Context: an optimization exercise on an open-source flow, tuned for small area. The choices shown serve that exercise and are no tape-out recipe. Only simulation tests tie the RTL to the original design; equivalence was not proved. No activity file was given, so power comes from the tool's default toggle rates.

File: design.v
module full_traffic_light(
input clk_27,
input reset,
input de_bug,
input left_turn_request,
input [1:0]push_button,
output reg northbound_green, northbound_amber, northbound_red,
output reg southbound_green, southbound_amber, southbound_red,
output reg [1:0] southbound_arrow,
output reg eastbound_green, eastbound_amber, eastbound_red,
output reg westbound_green, westbound_amber, westbound_red,
output reg [4:0] NBnd_D, SBnd_D, EBnd_D, WBnd_D, 
output [6:1] northbound, southbound, eastbound, westbound
);
reg [4:0] WBnd_FD, NBnd_FD, SBnd_FD, EBnd_FD;
reg NBnd_W;
reg SBnd_W;
reg EBnd_W;
reg WBnd_W;
assign northbound = {NBnd_W,NBnd_FD};
assign southbound = {SBnd_W,SBnd_FD};
assign eastbound = {EBnd_W,EBnd_FD};
assign westbound = {WBnd_W,WBnd_FD};
reg clk;
reg entering_state_2s, state_2s, state_2s_d, staying_in_state_2s;
reg entering_state_1w, entering_state_1fd, entering_state_1d, entering_state_1, entering_state_2, entering_state_3, entering_state_4a, entering_state_4w, entering_state_4fd, entering_state_4d, entering_state_4, entering_state_5, entering_state_6;
reg state_1w, state_1fd, state_1d, state_1, state_2, state_3, state_4a, state_4w, state_4fd, state_4d, state_4, state_5, state_6;
reg state_1w_d, state_1fd_d, state_1d_d, state_1_d, state_2_d, state_3_d, state_4a_d, state_4w_d, state_4fd_d, state_4d_d, state_4_d, state_5_d, state_6_d;
reg staying_in_state_1w, staying_in_state_1fd, staying_in_state_1d, staying_in_state_1, staying_in_state_2, staying_in_state_3, staying_in_state_4a, staying_in_state_4w, staying_in_state_4fd, staying_in_state_4d, staying_in_state_4, staying_in_state_5, staying_in_state_6;
reg [5:0] timer;
reg clk0_5;
reg [12:0] counter0_5;
always @ (posedge clk_27 or negedge reset)
if (reset == 1'b0)
	begin
	counter0_5 <= 13'd0;
	clk0_5 <= 1'b0;
	end
else if (counter0_5 < 13'd6750)
	counter0_5 <= counter0_5 + 13'd1;
else
	begin
	counter0_5 <= 13'd0;
	clk0_5 <= ~clk0_5;
	end 
reg clk0_05;
reg [9:0] counter0_05;
always @ (posedge clk_27 or negedge reset)
if (reset == 1'b0)
	begin
	counter0_05 <= 10'd0;
	clk0_05 <= 1'b0;
	end
else if (counter0_05 < 10'd675)
	counter0_05 <= counter0_05 + 10'd1;
else
	begin
	counter0_05 <= 10'd0;
	clk0_05 <= ~clk0_05;
	end 
reg clk1;
reg [13:0] counter;
always @ (posedge clk_27 or negedge reset)
if (reset == 1'b0)
	begin
	counter <= 14'd0;
	clk1 <= 1'b0;
	end
else if (counter < 14'd13500)
	counter <= counter + 14'd1;
else
	begin
	counter <= 14'd0;
	clk1 <= ~clk1;
	end
reg clk_10;
reg [10:0] counter_10;
always @ (posedge clk_27 or negedge reset)
if (reset == 1'b0)
	begin
	counter_10 <= 11'd0;
	clk_10 <= 1'b0;
	end
else if (counter_10 < 11'd1350)
	counter_10 <= counter_10 + 11'd1;
else
	begin
	counter_10 <= 11'd0;
	clk_10 <= ~clk_10;
	end
reg clk_d;
always @ *	
if (de_bug == 1'b1)
	begin
	clk = clk_10;
	clk_d = clk0_05;
	end
else
	begin
	clk = clk1;
	clk_d = clk0_5;
	end
reg clk_q, clk_d_q;
wire clk_tick, clk_d_tick;
always @ (posedge clk_27 or negedge reset)
if (reset == 1'b0)
	begin
	clk_q <= 1'b0;
	clk_d_q <= 1'b0;
	end
else
	begin
	clk_q <= clk;
	clk_d_q <= clk_d;
	end
assign clk_tick = clk & ~clk_q;
assign clk_d_tick = clk_d & ~clk_d_q;
always @ (posedge clk_27 or negedge reset)
if (reset == 1'b0)
	timer <= 6'd60;  
else if (clk_tick == 1'b0)
	timer <= timer;
else if (entering_state_1w == 1'b1)
		timer <= 6'd10;  
else if (entering_state_1fd == 1'b1)
		timer <= 6'd20;  
else if (entering_state_1d == 1'b1)
		timer <= 6'd30;  
else if (entering_state_1 == 1'b1)
	timer <= 6'd60;  
else if (entering_state_2 == 1'b1)
	timer <= 6'd6;  
else if (entering_state_2s == 1'b1)
	timer <= 6'd20;  
else if (entering_state_3 == 1'b1)
	timer <= 6'd2;  
else if (entering_state_4a == 1'b1)
	timer <= 6'd20;  
else if (entering_state_4w == 1'b1)
		timer <= 6'd10;  
else if (entering_state_4fd == 1'b1)
		timer <= 6'd20;  
else if (entering_state_4d == 1'b1)
		timer <= 6'd30;  
else if (entering_state_4 == 1'b1)
	timer <= 6'd60;  
else if (entering_state_5 == 1'b1)
	timer <= 6'd6;  
else if (entering_state_6 == 1'b1)
	timer <= 6'd2;  
else if (timer == 6'd1)
		timer <= timer;
else 
		timer <= timer - 6'd1;
reg walk_request;
always @ (posedge clk_27 or negedge reset)
	if (reset == 1'b0)  
		walk_request <= 1'b0;
	else if ((push_button[1] == 1'b0))
		walk_request <= 1'b1;
	else if (clk_tick == 1'b0)
		walk_request <= walk_request;
	else if ((state_6 == 1'b1)&&(timer == 6'd1)&& (walk_request == 1'b1))
		walk_request <= 1'b0;
	else if ((state_4a == 1'b1)&&(timer == 6'd1)&& (walk_request == 1'b1))
		walk_request <= 1'b0;
	else if ((state_3 == 1'b1)&&(timer == 6'd1)&&(left_turn_request == 1'b1)&&(walk_request == 1'b1))
		walk_request <= 1'b0;
	else
		walk_request <= walk_request;
always @ (posedge clk_27 or negedge reset)
	if (reset == 1'b0)  
		state_1w <= 1'b0;
	else if (clk_tick == 1'b1) state_1w <= state_1w_d;
always @ *
	if( (state_6 == 1'b1) && (walk_request == 1'b1) && (timer == 6'd1) )
		entering_state_1w <= 1'b1;
	else entering_state_1w <= 1'b0;
always @ *
	if( (state_1w == 1'b1) && (timer != 6'd1) )
		staying_in_state_1w <= 1'b1;
	else staying_in_state_1w <= 1'b0;
always @ *
	if( entering_state_1w == 1'b1 )
		state_1w_d <= 1'b1;
	else if ( staying_in_state_1w == 1'b1)
		state_1w_d <= 1'b1;
	else  
		state_1w_d <= 1'b0;
always @ (posedge clk_27 or negedge reset)
	if (reset == 1'b0)  
		state_1fd <= 1'b0;
	else if (clk_tick == 1'b1) state_1fd <= state_1fd_d;
always @ *
	if( (state_1w == 1'b1) && (timer == 6'd1) )
		entering_state_1fd <= 1'b1;
	else entering_state_1fd <= 1'b0;
always @ *
	if( (state_1fd == 1'b1) && (timer != 6'd1) )
		staying_in_state_1fd <= 1'b1;
	else staying_in_state_1fd <= 1'b0;
always @ *
	if( entering_state_1fd == 1'b1 )
		state_1fd_d <= 1'b1;
	else if ( staying_in_state_1fd == 1'b1)
		state_1fd_d <= 1'b1;
	else  
		state_1fd_d <= 1'b0;		
always @ (posedge clk_27 or negedge reset)
	if (reset == 1'b0)  
		state_1d <= 1'b0;
	else if (clk_tick == 1'b1) state_1d <= state_1d_d;
always @ *
	if( (state_1fd == 1'b1) && (timer == 6'd1) )
		entering_state_1d <= 1'b1;
	else entering_state_1d <= 1'b0;
always @ *
	if( (state_1d == 1'b1) && (timer != 6'd1) )
		staying_in_state_1d <= 1'b1;
	else staying_in_state_1d <= 1'b0;
always @ *
	if( entering_state_1d == 1'b1 )
		state_1d_d <= 1'b1;
	else if ( staying_in_state_1d == 1'b1)
		state_1d_d <= 1'b1;
	else  
		state_1d_d <= 1'b0;		
always @ (posedge clk_27 or negedge reset)
	if (reset == 1'b0)  
		state_1 <= 1'b1;
	else if (clk_tick == 1'b1) state_1 <= state_1_d;
always @ *
	if( (((state_6 == 1'b1)&&(walk_request == 1'b0)) && (timer == 6'd1)) )
		entering_state_1 <= 1'b1;
	else entering_state_1 <= 1'b0;
always @ *
	if( (state_1 == 1'b1) && (timer != 6'd1) )
		staying_in_state_1 <= 1'b1;
	else staying_in_state_1 <= 1'b0;
always @ *
	if( entering_state_1 == 1'b1 )
		state_1_d <= 1'b1;
	else if ( staying_in_state_1 == 1'b1)
		state_1_d <= 1'b1;
	else  
		state_1_d <= 1'b0;
always @ (posedge clk_27 or negedge reset)
	if (reset == 1'b0)  
		state_2 <= 1'b0;
	else if (clk_tick == 1'b1) state_2 <= state_2_d;
always @ *
	if( (state_1 == 1'b1) && (timer == 6'd1) )
		entering_state_2 <= 1'b1;	
	else if (((state_1d == 1'b1))  && (timer == 6'd1) )
		entering_state_2 <= 1'b1;
	else entering_state_2 <= 1'b0;
always @ *
	if( (state_2 == 1'b1) && (timer != 6'd1) )
		staying_in_state_2 <= 1'b1;
	else staying_in_state_2 <= 1'b0;
always @ *
	if( entering_state_2 == 1'b1 )
		state_2_d <= 1'b1;
	else if ( staying_in_state_2 == 1'b1)
		state_2_d <= 1'b1;
	else  
		state_2_d <= 1'b0;
always @ (posedge clk_27 or negedge reset)
	if (reset == 1'b0)  
		state_2s <= 1'b0;
	else if (clk_tick == 1'b1) state_2s <= state_2s_d;
always @ *
	if( (state_2 == 1'b1) && (push_button[0] == 1'b0) && (timer == 6'd1) )
		entering_state_2s <= 1'b1;	
	else entering_state_2s <= 1'b0;
always @ *
	if( (state_2s == 1'b1) && (timer != 6'd1) )
		staying_in_state_2s <= 1'b1;
	else staying_in_state_2s <= 1'b0;
always @ *
	if( entering_state_2s == 1'b1 )
		state_2s_d <= 1'b1;
	else if ( staying_in_state_2s == 1'b1)
		state_2s_d <= 1'b1;
	else  
		state_2s_d <= 1'b0;
always @ (posedge clk_27 or negedge reset)
	if (reset == 1'b0)  
		state_3 <= 1'b0;
	else if (clk_tick == 1'b1) state_3 <= state_3_d;
always @ *
	if( (((state_2 == 1'b1)&&(push_button[0] == 1'b1)) || (state_2s == 1'b1)) && (timer == 6'd1) )
		entering_state_3 <= 1'b1;
	else entering_state_3 <= 1'b0;
always @ *
	if( (state_3 == 1'b1) && (timer != 6'd1) )
		staying_in_state_3 <= 1'b1;
	else staying_in_state_3 <= 1'b0;
always @ *
	if( entering_state_3 == 1'b1 )
		state_3_d <= 1'b1;
	else if ( staying_in_state_3 == 1'b1)
		state_3_d <= 1'b1;
	else  
		state_3_d <= 1'b0;		
always @ (posedge clk_27 or negedge reset)
	if (reset == 1'b0)  
		state_4a <= 1'b0;
	else if (clk_tick == 1'b1) state_4a <= state_4a_d;
always @ *
	if( (state_3 == 1'b1) && (left_turn_request == 1'b0) && (timer == 6'd1) )
		entering_state_4a <= 1'b1;
	else entering_state_4a <= 1'b0;
always @ *
	if( (state_4a == 1'b1) && (timer != 6'd1) )
		staying_in_state_4a <= 1'b1;
	else staying_in_state_4a <= 1'b0;
always @ *
	if( entering_state_4a == 1'b1 )
		state_4a_d <= 1'b1;
	else if ( staying_in_state_4a == 1'b1)
		state_4a_d <= 1'b1;
	else  
		state_4a_d <= 1'b0;	
always @ (posedge clk_27 or negedge reset)
	if (reset == 1'b0)  
		state_4w <= 1'b0;
	else if (clk_tick == 1'b1) state_4w <= state_4w_d;
always @ *
	if( (state_3 == 1'b1) && (left_turn_request == 1'b1)&&(walk_request == 1'b1) && (timer == 6'd1))
		entering_state_4w <= 1'b1;	
	else if ((state_4a == 1'b1) && (walk_request == 1'b1) && (timer == 6'd1) )
		entering_state_4w <= 1'b1;
	else entering_state_4w <= 1'b0;
always @ *
	if( (state_4w == 1'b1) && (timer != 6'd1) )
		staying_in_state_4w <= 1'b1;
	else staying_in_state_4w <= 1'b0;
always @ *
	if( entering_state_4w == 1'b1 )
		state_4w_d <= 1'b1;
	else if ( staying_in_state_4w == 1'b1)
		state_4w_d <= 1'b1;
	else  
		state_4w_d <= 1'b0;
always @ (posedge clk_27 or negedge reset)
	if (reset == 1'b0)  
		state_4fd <= 1'b0;
	else if (clk_tick == 1'b1) state_4fd <= state_4fd_d;
always @ *
	if( (state_4w == 1'b1) && (timer == 6'd1) )
		entering_state_4fd <= 1'b1;
	else entering_state_4fd <= 1'b0;
always @ *
	if( (state_4fd == 1'b1) && (timer != 6'd1) )
		staying_in_state_4fd <= 1'b1;
	else staying_in_state_4fd <= 1'b0;
always @ *
	if( entering_state_4fd == 1'b1 )
		state_4fd_d <= 1'b1;
	else if ( staying_in_state_4fd == 1'b1)
		state_4fd_d <= 1'b1;
	else  
		state_4fd_d <= 1'b0;		
always @ (posedge clk_27 or negedge reset)
	if (reset == 1'b0)  
		state_4d <= 1'b0;
	else if (clk_tick == 1'b1) state_4d <= state_4d_d;
always @ *
	if( (state_4fd == 1'b1) && (timer == 6'd1) )
		entering_state_4d <= 1'b1;
	else entering_state_4d <= 1'b0;
always @ *
	if( (state_4d == 1'b1) && (timer != 6'd1) )
		staying_in_state_4d <= 1'b1;
	else staying_in_state_4d <= 1'b0;
always @ *
	if( entering_state_4d == 1'b1 )
		state_4d_d <= 1'b1;
	else if ( staying_in_state_4d == 1'b1)
		state_4d_d <= 1'b1;
	else  
		state_4d_d <= 1'b0;	
always @ (posedge clk_27 or negedge reset)
	if (reset == 1'b0)  
		state_4 <= 1'b0;
	else if (clk_tick == 1'b1) state_4 <= state_4_d;
always @ *
	if ((state_4a == 1'b1)&&(walk_request == 1'b0)&&(timer == 6'd1))
		entering_state_4 <= 1'b1;
	else if (((state_3 == 1'b1)&&(left_turn_request == 1'b1)&&(walk_request == 1'b0)) && (timer == 6'd1))
		entering_state_4 <= 1'b1;	
	else entering_state_4 <= 1'b0;
always @ *
	if( (state_4 == 1'b1) && (timer != 6'd1) )
		staying_in_state_4 <= 1'b1;
	else staying_in_state_4 <= 1'b0;
always @ *
	if( entering_state_4 == 1'b1 )
		state_4_d <= 1'b1;
	else if ( staying_in_state_4 == 1'b1)
		state_4_d <= 1'b1;
	else  
		state_4_d <= 1'b0;
always @ (posedge clk_27 or negedge reset)
	if (reset == 1'b0)  
		state_5 <= 1'b0;
	else if (clk_tick == 1'b1) state_5 <= state_5_d;
always @ *
	if( ((state_4 == 1'b1) || (state_4d ==1'b1)) && (timer == 6'd1) )
		entering_state_5 <= 1'b1;
	else entering_state_5 <= 1'b0;
always @ *
	if( (state_5 == 1'b1) && (timer != 6'd1) )
		staying_in_state_5 <= 1'b1;
	else staying_in_state_5 <= 1'b0;
always @ *
	if( entering_state_5 == 1'b1 )
		state_5_d <= 1'b1;
	else if ( staying_in_state_5 == 1'b1)
		state_5_d <= 1'b1;
	else  
		state_5_d <= 1'b0;	
always @ (posedge clk_27 or negedge reset)
	if (reset == 1'b0)  
		state_6 <= 1'b0;
	else if (clk_tick == 1'b1) state_6 <= state_6_d;
always @ *
	if( (state_5 == 1'b1) && (timer == 6'd1) )
		entering_state_6 <= 1'b1;
	else entering_state_6 <= 1'b0;
always @ *
	if( (state_6 == 1'b1) && (timer != 6'd1) )
		staying_in_state_6 <= 1'b1;
	else staying_in_state_6 <= 1'b0;
always @ *
	if( entering_state_6 == 1'b1 )
		state_6_d <= 1'b1;
	else if ( staying_in_state_6 == 1'b1)
		state_6_d <= 1'b1;
	else  
		state_6_d <= 1'b0;	
always @ (posedge clk_27 or negedge reset)
if (reset == 1'b0)
	eastbound_red <= 1'b1;
else if (clk_d_tick == 1'b1)
if (state_2s == 1'b1)
	eastbound_red <= ~eastbound_red;
else if ((state_3 | state_4 | state_5 | state_6 | state_4a | state_4w | state_4fd | state_4d) == 1'b1) 
		eastbound_red <= 1'b0;
else
		eastbound_red <= 1'b1;
always @ *
if (state_2 == 1'b1)
	eastbound_amber = 1'b0;
else
	eastbound_amber = 1'b1;
always @ *
if ((state_1 | state_1w | state_1fd | state_1d) == 1'b1)
	eastbound_green = 1'b0;
else
	eastbound_green = 1'b1;
always @ (posedge clk_27 or negedge reset)
if (reset == 1'b0)
	northbound_red <= 1'b0;
else if (clk_d_tick == 1'b1)
	if (state_2s == 1'b1)
		northbound_red <= ~northbound_red;
else if ((state_1 | state_2 | state_3 | state_6 | state_4a | state_1w | state_1fd | state_1d) == 1'b1) 
		northbound_red <= 1'b0;
else
		northbound_red <= 1'b1;
always @ *
if (state_5 == 1'b1)
	northbound_amber = 1'b0;
else
	northbound_amber = 1'b1;
always @ *
if ((state_4 | state_4w | state_4fd | state_4d) == 1'b1)
	northbound_green = 1'b0;
else
	northbound_green = 1'b1;		
always @ (posedge clk_27 or negedge reset)
if (reset == 1'b0)
	southbound_red <= 1'b0;
else if (clk_d_tick == 1'b1)
	if (state_2s == 1'b1)
		southbound_red <= ~southbound_red;
else if ((state_1 | state_2 | state_3 | state_6 | state_1w | state_1fd | state_1d) == 1'b1) 
		southbound_red <= 1'b0;  
else
		southbound_red <= 1'b1;  
always @ *
if ((state_5 == 1'b1) | (state_4a == 1'b1))
	southbound_amber = 1'b0;
else
	southbound_amber = 1'b1;
always @ *
if ((state_4 | state_4w | state_4fd | state_4d) == 1'b1)
	southbound_green = 1'b0;
else
	southbound_green = 1'b1;
always @ *
if (state_4a == 1'b1)
	southbound_arrow = 2'b00;
else
	southbound_arrow = 2'b11;
always @ (posedge clk_27 or negedge reset)
if (reset == 1'b0)
	westbound_red <= 1'b1;
else if (clk_d_tick == 1'b1)
	if (state_2s == 1'b1)
		westbound_red <= ~westbound_red;
else if ((state_3 | state_4 | state_5 | state_6 | state_4a | state_4w | state_4fd | state_4d) == 1'b1) 
		westbound_red <= 1'b0;
else
		westbound_red <= 1'b1;
always @ *
if (state_2 == 1'b1)
	westbound_amber = 1'b0;
else
	westbound_amber = 1'b1;
always @ *
if ((state_1 | state_1w | state_1fd | state_1d) == 1'b1)
	westbound_green = 1'b0;
else
	westbound_green = 1'b1;		
always @ *
if (state_1w | state_1fd | state_1d | state_1 | state_2 | state_3 | state_4a | state_4d | state_4 | state_5 | state_6)
	NBnd_D = 5'b00000;
else 
	NBnd_D = 5'b11111;
always @ (posedge clk_27 or negedge reset)
if (reset == 1'b0)
	NBnd_W <= 1'b1;
else if (clk_d_tick == 1'b1)
if (state_4w == 1'b1)
	NBnd_W <= 1'b0;
else
	NBnd_W <= 1'b1;
always @ (posedge clk_27 or negedge reset)
if (reset == 1'b0)
	NBnd_FD <= 5'b00000;
else if (clk_d_tick == 1'b1)
if (state_4w == 1'b1)
	NBnd_FD <= 5'b11111;
else if (state_4fd == 1'b1)
	NBnd_FD <= ~NBnd_FD;	
else 
	NBnd_FD <= 5'b00000;
always @ *
if (state_1w | state_1fd | state_1d | state_1 | state_2 | state_3 | state_4a | state_4d | state_4 | state_5 | state_6)
	SBnd_D = 5'b00000;
else 
	SBnd_D = 5'b11111;
always @ (posedge clk_27 or negedge reset)
if (reset == 1'b0)
	SBnd_W <= 1'b1;
else if (clk_d_tick == 1'b1)
if (state_4w == 1'b1)
	SBnd_W <= 1'b0;
else
	SBnd_W <= 1'b1;
always @ (posedge clk_27 or negedge reset)
if (reset == 1'b0)
	SBnd_FD <= 5'b00000;
else if (clk_d_tick == 1'b1)
if (state_4w == 1'b1)
	SBnd_FD <= 5'b11111;
else if (state_4fd == 1'b1)
	SBnd_FD <= ~SBnd_FD;		
else 
	SBnd_FD <= 5'b00000;
always @ *
if (state_1d | state_1 | state_2 | state_3 | state_4a | state_4w | state_4fd | state_4d | state_4 | state_5 | state_6)
	EBnd_D = 5'b00000;
else 
	EBnd_D = 5'b11111;
always @ (posedge clk_27 or negedge reset)
if (reset == 1'b0)
	EBnd_W <= 1'b1;
else if (clk_d_tick == 1'b1)
if (state_1w == 1'b1)
	EBnd_W <= 1'b0;
else
	EBnd_W <= 1'b1;
always @ (posedge clk_27 or negedge reset)
if (reset == 1'b0)
	EBnd_FD <= 5'b00000;
else if (clk_d_tick == 1'b1)
if (state_1w == 1'b1)
	EBnd_FD <= 5'b11111;
else if (state_1fd == 1'b1)
	EBnd_FD <= ~EBnd_FD;	
else 
	EBnd_FD <= 5'b00000;	
always @ *
if (state_1d | state_1 | state_2 | state_3 | state_4a | state_4w | state_4fd | state_4d | state_4 | state_5 | state_6)
	WBnd_D = 5'b00000;
else 
	WBnd_D = 5'b11111;
always @ (posedge clk_27 or negedge reset)
if (reset == 1'b0)
	WBnd_W <= 1'b1;
else if (clk_d_tick == 1'b1)
if (state_1w == 1'b1)
	WBnd_W <= 1'b0;
else
	WBnd_W <= 1'b1;
always @ (posedge clk_27 or negedge reset)
if (reset == 1'b0)
	WBnd_FD <= 5'b00000;
else if (clk_d_tick == 1'b1)
if (state_1fd == 1'b1)
	WBnd_FD <= ~WBnd_FD;	
else if (state_1w == 1'b1)
	WBnd_FD <= 5'b11111;
else 
	WBnd_FD <= 5'b00000;
endmodule
File: config.mk
export PLATFORM = sky130hd
export DESIGN_NAME = full_traffic_light
export DESIGN_NICKNAME = full_traffic_light
export VERILOG_FILES = /design/flow/design.v
export SDC_FILE = /design/flow/constraint.sdc
export NUM_CORES = 4
export LEC_CHECK = 0
export CAP_MARGIN = 20
export CORE_MARGIN = 2
export CORE_UTILIZATION = 40
export SLEW_MARGIN = 20
File: constraint.sdc
create_clock -name core_clock -period 10.0 [get_ports {clk_27}]
set_input_delay 2.0000 -clock core_clock [delete_from_list [all_inputs] [get_ports {clk_27}]]
set_output_delay 2.0000 -clock core_clock [all_outputs]
set_load 0.01 [all_outputs]
File: run.sh
#!/bin/bash
# synth_recipe.tcl (not shown) runs the flow's synth.tcl, then flattens the netlist and writes it again
# the make line also repeats each setting of config.mk as NAME=value (left out here)
make -C /OpenROAD-flow-scripts/flow DESIGN_CONFIG=/design/flow/config.mk WORK_HOME=/design/flow/orfs CLKGATE_MAP_FILE= SYNTH_SCRIPT=/design/flow/synth_recipe.tcl finish
==> metrics.md <==
| Metric | Value |
|---|---|
| Status | timing/DRC/antenna clean |
| Post-route insts no fill | 752 |
| Netlist cell types | 55 |
| Highest routed layer | met4 |
| Worst Max-Slew Pin Slew | 0.890 ns |
| I/O pin total | 64 |
| Max clock buf depth | 2 |
| Die width | 117 µm |
| Area of the core | 0.0126 mm² |
| Crit path max fanout | 16 |
| P per Cell Area | 126 mW/mm² |
| Clock sink count | 101 |
| Met2 wire length | 4.63 mm |
| Sequential fraction of the synthesis area | 49.6% |
| DR pass1 iterations | 4 |
| Area grow syn2layout | 17.1% |
| Worst Setup End Kind | primary output |
| H-tree depth | 3 |
| Final hold viol count | 0 |
| Asr flop ratio synth | 100% |
| Combinational power share | 1.6% |
| Max_slew headroom | 40.7% |
| Met1 WL | 4.93 mm |
| Die Y | 117 µm |
| CP arrival | 3.06 ns |
| CTS Hold Bufs | 0 |
| Psw | 0.162 mW |
| RSZ-0062 raised after global routing | no |
| Post-synthesis cell area | 0.00512 mm² |
| DPL Wire Length | 7.15 mm |
| Multiplexer share of the synthesized area | 1.42% |
| Simple-gate portion of the synthesized area | 19.1% |
| Share of cells above drive strength 1 | 6.90% |
| Critical path, cell by cell | nor4_1 -> nand3_1 -> nor2_1 -> clkdlybuf4s50_1 |
| Cells after Synth | 544 |
| Slowest-stage cell, CP | nor4_1 |
| Synth Area in Compound Gates | 13.9% |
| Drt drc | 0 |
| Synth top area share | 45.0% |
| Critical path class | flop to primary output |
| Worst-path clk slew | 0.07 ns |
| Clock power share | 44.4% |
| Dpl ws | 5.30 ns |
| Worst Hold Margin | 0.446 ns |
| Skew final | 0.0122 ns |
| Sw frac | 21.4% |
| First-pass GRT wire length | 17.0 mm |
| Sequential power share | 54.0% |
| Post-synthesis register bit count | 101 |
| Yosys top cell by area | dfrtp_1 |
| Int Power | 0.595 mW |
| Top FF cell, synth | dfrtp_1 |
| Largest family of logic cells by synthesized area | simple AND/OR/NAND/NOR gates |
| Crit path time final | 5.06 ns |
| CP peak stage delay | 0.78 ns |
| Leak | 2.57 nW |
| Largest net degree at the start of global routing | 63 |
| Setup ws final | 4.94 ns |
| HP Class | flop to flop |
| GP Congestion | 0.902 |
| Detailed-route vias per instance | 5.09 |
| Cts bufs inserted | 9 |
| Die area | 0.0137 mm² |
| Final-report setup violation count | 0 |
| Worst Path Required | 8.00 ns |
| Max-Cap Viols | 0 |
| CP startpoint kind | flop |
| GRT Total Usage | 16.0% |
| EDFF count, synth | 0 |
| WL met3 | 574 µm |
| Routed Wire Length | 10.3 mm |
| CTS tree | done |
| Ys Warns | 1 |
| Placed insts | 736 |
| Post-synth top cells | dfrtp_1 (92), nor2_1 (68), nand2_1 (60) |
| Synthesized area per cell | 9.41 µm² |
| Port Buffer Count | 63 |
| Top cells by area, synth | dfrtp_1 (45%), nor2_1 (5.0%), dfstp_2 (4.6%) |
| Post-synthesis xor/xnor area fraction | 7.02% |
| Grt ovf | 0 |
| Vias in the first global route | 3493 |
| Initial core utilization | 40.7% |
| # rows | 41 |
| DR iter-0 viols | 209 |
| Top-count cell post-synth | dfrtp_1 |
| DRT antenna net count | 0 |
| Tcrit/Tclk final | 50.6% |
| Setup Buffers After CTS | 0 |
| Post-DR wirelength/cell | 13.7 µm |
| Total number of vias | 3829 |
| Root buf cell | clkbuf_16 |
| Post-Synth Adder-Cell Area | 1.47% |
| Nets | 587 |
| Number of antenna diodes | 0 |
| Setup TNS | 0 ns |
| Post-synthesis net count | 556 |
| Clock Latency Late Sink | 0.35 ns |
| Fmax | 0.198 GHz |
| Initial antenna violation count | 0 |
| Worst vdd ir | 0.0923 mV |
| Post-cts resize count | 0 |
| Max-slew violation total from the final report | 0 |
layout make-up:
cell class,instances,area (µm²)
fillers,1176,6570
well taps,172,215
clock inverters,4,32.5
repair buffers,66,651
flip-flops and latches,101,2540
clock buffers,12,256
multi-input cells,368,2190
inverters,29,109
metal layers:
layer / GRT usage (%) / up-vias
met4: 4.71 / 0
met3: 4.94 / 16
met1: 21.7 / 1820
li1: - / 1889
met2: 24.7 / 104
met5: 0 / -
worst max-delay path, delay by kind of cell (launching register included):
family	cells	cell delay (ns)
simple gates	3	1.48
buf+inv	1	0.64
flops	1	0.57
power by group through the flow:
stage | sequential (mW) | combinational [mW] | clock [mW]
floorplan | 0.416 | 0.00123 | 0
global placement | 0.416 | 0.0126 | 0
detailed placement | 0.416 | 0.0128 | 0
CTS | 0.408 | 0.0128 | 0.351
global route | 0.408 | 0.0143 | 0.366
finish | 0.409 | 0.0120 | 0.336
path summary, 6_finish.rpt:
check / start / endpoint / slack (ns) / depth (start not counted)
min in group asynchronous: reset / asynchronous set/reset pin / 1.61 / 1
min: counter_10[10] / counter_10[9] / 0.45 / 1
min reg2reg: counter_10[10] / counter_10[9] / 0.45 / 1
max in group asynchronous: reset / counter[11] / 7.23 / 2
max: flop / SBnd_D[0] / 4.94 / 4
max reg2reg: timer[1] / timer[1] / 7.52 / 7
logic make-up after synthesis:
logic type | Yosys count
adder cells (fa/ha/maj) | 6
buffers and inverters | 75
flip-flops | 101
AO/OA/AOI/OAI | 110
multiplexers | 7
XOR/XNOR | 41
AND/OR/NAND/NOR | 204
metrics by stage:
stage                     cell area [µm²]  util (%)  power (mW)
after floorplan                      5120         -       0.418
after global placement               5710      45.4       0.429
after detailed placement             5710      45.4       0.429
after CTS                            5990      47.7       0.772
after global routing                 5990      47.7       0.789
final                                5990      47.7       0.757
placed cells by master, fill, tap and decap left out, types with 2 or more instances in the layout:
cell              n
dfrtp_1          92
nor2_1           68
clkdlybuf4s50_1  62
nand2_1          60
o21ai_0          32
inv_1            29
xor2_1           26
a21oi_1          25
nand3_1          18
xnor2_1          15
dfstp_2           9
nand4_1           9
nor2b_1           9
a21o_1            9
clkbuf_16         9
a211oi_1          8
nor3_1            7
and3_1            6
nor4_1            6
o21ai_1           6
ha_1              6
mux2i_1           5
nand2b_1          4
a31oi_1           4
buf_4             4
a2111oi_0         3
and4_1            3
or2_2             3
a32oi_1           3
o31ai_1           3
o41a_1            2
and2_1            2
o211ai_1          2
a211o_1           2
nor3b_1           2
clkinvlp_4        2
clkbuf_8          2

-- port drivers added, routing unchanged --
How much do the figures lean on ideal ports? The routed layout below was timed once more, with nothing changed but the port constraints.
Step 1 (the two cells are an assumption about what drives the block):
set clk [get_ports {clk_27}]
set_driving_cell -lib_cell sky130_fd_sc_hd__clkbuf_16 $clk
set_driving_cell -lib_cell sky130_fd_sc_hd__buf_2 [delete_from_list [all_inputs] $clk]
Step 2, shift: input delay + t, output delay - t, t = (earliest + latest rising clock arrival at the registers) / 2. This alone moves slack from input paths to output paths.
a / b / c = ideal / step 1 / step 2; a / b = the first two.
shift t [ns]: 0.382
setup WS [ns]: 4.943 / 4.906 / 5.287
worst hold slack (ns): 0.446 / 0.446 / 0.446
clock arrival spread, ns: 0.012 / 0.013
worst data-port slew with drivers (ns): 0.04
After both steps setup and hold are still met in this run. The setup slack of this run moves by -0.037 ns with the drivers and by +0.344 ns with both steps.
